From an optimization exercise on the open Yosys and OpenROAD flow, aimed at small area, a short achievable clock period and few clock cycles per item; shortcuts taken in it are not production practice.
Function was checked by simulation only, so behaviour that the tests miss may differ from the original.

== build 9 ==
==> flow/design.v <==
module cas (divisor, dividend, quotient, cin, cout, remainder);
input wire divisor, dividend, quotient, cin;
output wire cout, remainder;
assign remainder = (quotient ^ divisor) ^ dividend ^ cin;
assign cout = ((quotient ^ divisor)&dividend) | ((quotient ^ divisor)&cin) | (cin&dividend);
endmodule
module Divider_row(ndivisor, p_in, bit_in, p_out, q_out);
input  [14:0] ndivisor;
input  [14:0] p_in;
input         bit_in;
output [14:0] p_out;
output        q_out;
wire [15:0] x  = {p_in, bit_in};
wire [15:0] nd = {1'b1, ndivisor};
wire [15:0] g0 = x & nd;
wire [15:0] p0 = x ^ nd;
wire [16:0] c;
assign c[0] = 1'b1;
genvar k, j;
generate for (k = 0; k < 4; k = k + 1) begin : grp
	wire [3:0] gg, gp;
	assign gg[0] = (k == 0) ? (g0[0] | p0[0]) : g0[4*k];
	assign gp[0] = p0[4*k];
	for (j = 1; j < 4; j = j + 1) begin : b
		assign gg[j] = g0[4*k+j] | (p0[4*k+j] & gg[j-1]);
		assign gp[j] = p0[4*k+j] & gp[j-1];
	end
	if (k == 0) begin : first
		assign c[4] = gg[3];
	end else begin : other
		assign c[4*k+4] = gg[3] | (gp[3] & c[4*k]);
	end
	for (j = 1; j < 4; j = j + 1) begin : in
		assign c[4*k+j] = g0[4*k+j-1] | (p0[4*k+j-1] & c[4*k+j-1]);
	end
end endgenerate
wire [15:0] s = p0 ^ c[15:0];
assign q_out = c[16];
assign p_out = q_out ? s[14:0] : x[14:0];
endmodule
module Divider_Modulo (clk , reset, mode, valid_in, divisor, dividend, result, valid_out);
input wire clk, reset, mode, valid_in;
input wire [31:0] dividend;
input wire [15:0] divisor;
output reg valid_out;
output wire [31:0] result;
localparam [16:0] CUT = 17'b0_0100_1001_0010_0100;
reg        v_in;
reg        m_in;
reg [31:0] dd_in;
reg [14:0] dv_in;    
always @(posedge clk or posedge reset)
	if (reset) v_in <= 1'b0;
	else       v_in <= valid_in;
always @(posedge clk) begin
	m_in  <= mode;
	dd_in <= dividend;
	dv_in <= ~divisor[14:0];
end
wire [14:0] p   [0:17];
wire [16:0] s   [0:17];
wire [14:0] d   [0:17];    
wire        m   [0:17];
wire        v   [0:17];
assign p[0] = dd_in[31:17];
assign s[0] = dd_in[16:0];
assign d[0] = dv_in;
assign m[0] = m_in;
assign v[0] = v_in;
genvar i;
generate for (i = 0; i < 17; i = i + 1) begin : row
	wire [14:0] p_n;
	wire        q_n;
	Divider_row r (
		.ndivisor (d[i]),
		.p_in    (p[i]),
		.bit_in  (s[i][16]),
		.p_out   (p_n),
		.q_out   (q_n)
	);
	if (CUT[i]) begin : cut
		reg [14:0] p_r;
		reg [16:0] s_r;
		reg [14:0] d_r;
		reg        m_r;
		reg        v_r;
		always @(posedge clk or posedge reset)
			if (reset) v_r <= 1'b0;
			else       v_r <= v[i];
		always @(posedge clk) begin
			p_r <= p_n;
			s_r <= {s[i][15:0], q_n};
			d_r <= d[i];
			m_r <= m[i];
		end
		assign p[i+1] = p_r;
		assign s[i+1] = s_r;
		assign d[i+1] = d_r;
		assign m[i+1] = m_r;
		assign v[i+1] = v_r;
	end else begin : nocut
		assign p[i+1] = p_n;
		assign s[i+1] = {s[i][15:0], q_n};
		assign d[i+1] = d[i];
		assign m[i+1] = m[i];
		assign v[i+1] = v[i];
	end
end endgenerate
reg [16:0] res_r;
always @(posedge clk or posedge reset)
	if (reset) valid_out <= 1'b0;
	else       valid_out <= v[17];
always @(posedge clk)
	res_r <= m[17] ? {2'b0, p[17]} : s[17];
assign result = {15'b0, res_r};
endmodule
export LEC_CHECK = 0
export CAP_MARGIN = 20
export CORE_MARGIN = 2
export CORE_UTILIZATION = 40
export CTS_BUF_LIST = sky130_fd_sc_hd__clkbuf_8 sky130_fd_sc_hd__clkbuf_16
export CTS_CLUSTER_DIAMETER = 80
export CTS_CLUSTER_SIZE = 20
export GPL_TIMING_DRIVEN = 0
export SLEW_MARGIN = 20
create_clock -name core_clock -period 25.0 [get_ports {clk}]
standard.sh (not shown) runs the stock make flow with config.mk's settings and CLKGATE_MAP_FILE= SYNTH_SCRIPT=/design/flow/synth_recipe.tcl, a recipe that flattens the netlist after the stock synthesis.
==> flow/flow/run.sh <==
#!/bin/bash
# The standard layout (the standard.sh, with flow/config.mk's settings)
# with these changes:
#  - no full/half-adder cell extraction (ADDER_MAP_FILE empty), so ABC maps
#    the adders' logic freely;
#  - ports are buffered by flow/buffer_ports.tcl (buf_1 on inputs, buf_2 on
#    outputs) instead of with the buffer buffer_ports picks;
#  - after placement repair, flow/size_crit.tcl upsizes gates on the worst
#    register-to-register paths (before detailed placement legalizes them).
# Each step's full log is under orfs/logs/; make's own output goes to
# make_finish.log.
set -euo pipefail
export FLOW_SYNTH_TCL="$PWD/synth_recipe.tcl"
export MY_ABC_SCRIPT="$PWD/flow/abc_map.script"
export SIZE_MAX_MOVES=200
export SIZE_MIN_GAIN=0.005
export SIZE_WINDOW=0.3
export SIZE_PATHS=3
export SIZE_ENDPOINTS=300
export SIZE_TARGET_SLACK=19.3
bash standard.sh "SYNTH_SCRIPT=$PWD/flow/synth_wrap.tcl" "ADDER_MAP_FILE=" \
  "DONT_BUFFER_PORTS=1" "PRE_GLOBAL_PLACE_TCL=$PWD/flow/buffer_ports.tcl" \
  "POST_RESIZE_TCL=$PWD/flow/size_crit.tcl" finish > make_finish.log 2>&1
==> flow/flow/abc_map.script <==
strash
dch -f
map -D 4000
topo
buffer -c
upsize -D 4000
dnsize -D 4000
stime -p
Other scripts of this flow, unchanged in this note and not shown: flow/flow/buffer_ports.tcl, flow/flow/size_crit.tcl, flow/flow/synth_wrap.tcl
Testbench counts of build 9, summed over its fixed seeds: cycles 16,048, items 16,000.
Edits applied to the flow inputs when going from build 9 to build 22:
Settings: clearing CTS_BUF_LIST, which used to be sky130_fd_sc_hd__clkbuf_8 sky130_fd_sc_hd__clkbuf_16; swapping 20 for 25 in CTS_CLUSTER_SIZE; swapping 80 for 100 in CTS_CLUSTER_DIAMETER.
==> flow/flow/abc_map.script <==
strash
dch -f
map -D 3500
topo
buffer -c
upsize -D 3500
dnsize -D 3500
stime -p
==> summary.txt <==
- When build 22 is set beside build 9, its die height turns out to be about 0.7% larger.
- Met3 wire length: build 22 and build 9 compared, lower one is build 22
- Comparing the two runs side by side, build 22 comes out ahead of build 9 on minimum clock period.
- Global router's overall resource usage of build 22 is on par with build 9.
Input changes introduced in build 79 (baseline for comparison: build 22):
Settings: a change of CTS_CLUSTER_SIZE from 25 to 32.
==> flow/flow/abc_map.script <==
strash
dch -f
map -D 4000
topo
buffer -c
upsize -D 4000
dnsize -D 4000
stime -p
[summary]
Summary of build 79 over build 22: net count of the finished layout now sits lower, worst setup slack before clock tree synthesis went down.
Relative to build 22, number of instances in the synthesized netlist has decreased by 59 in build 79.
Between build 79 and build 22, it is build 79 whose utilization after layout is higher, by 0.25 points.
Against build 22, total placed cells including tap cells in build 79 fell slightly.
On build 79: multiplexer area fraction after synthesis is 0.16 points higher than what build 22 gave.
Side by side, number of clock buffers in the layout turned out lower in build 79 than in build 22.
What build 17 does differently from build 79 at the input level:
Settings: a change of CTS_CLUSTER_SIZE from 32 to 25.
### Flow results
- Build 79 has completed all stages; timing, DRC and antenna checks passed.
- The final layout from build 17, which completed every stage, passed the timing, DRC and antenna checks at the end of the flow.
- ~same area growth from synthesis to layout in build 17 and build 79
- From build 79 to build 17 the numbers moved as follows: number of nets in the final layout roughly the same.
- Max worst hold slack across all endpoints across build 17 and build 79: build 79
- Arrival time of the worst setup path: build 79 vs build 17 — no meaningful difference
- Diff build 79 -> build 17: die height neither gained nor lost much, global-route wire length before repair picked up an extra about 0.3%, starting density of the core neither gained nor lost much, proportion of synthesized flip-flops having asynchronous set or reset neither gained nor lost much.
Modified inputs, build 49 compared to build 17
Settings: CTS_BUF_LIST now sky130_fd_sc_hd__clkbuf_8, previously not set; CTS_CLUSTER_SIZE now 16, was 25; CTS_CLUSTER_DIAMETER now 60, was 100.
### Flow results
- Build 49 reports a higher post-route fraction of the period consumed by the critical path than build 17 does.
- Clock latency on the worst-skew pair: build 49 vs build 17 up 120 ps
- In the reports for build 17 and build 49, the larger count of clock-net buffers in the final layout belongs to build 49.
- Build 49 vs. build 17: via count shows an increase of 70.
- Build 49 has completed all stages; timing, DRC and antenna checks passed.
- Build 49 -> build 17: count of multi-input combinational gates delta 0, exact match

## re-timing with driven ports
No port has a modelled driver above. Below, the same layouts with a new extraction and two added sets of constraints.
Step 1 assumes that a clkbuf_16 drives the clock port and a buf_2 every other input.
Step 2 also shifts input and output timing later by t, the mid clock arrival at the registers, as if the neighbouring blocks saw the same clock.
Three values: no drivers, after step 1, after step 2; two values: the first two.
run | shift t [ns] | setup slack, ns | latest minus earliest clock arrival (ns)
build 9 | 0.635 | 18.915 / 18.860 / 19.082 | 0.026 / 0.027
build 22 | 0.590 | 18.950 / 18.892 / 19.203 | 0.018 / 0.018
build 79 | 0.576 | 18.959 / 18.906 / 19.082 | 0.032 / 0.032
build 17 | 0.579 | 18.962 / 18.909 / 19.082 | 0.014 / 0.014
build 49 | 0.693 | 18.850 / 18.797 / 19.091 | 0.025 / 0.024
After both steps setup and hold are still met in every run listed.
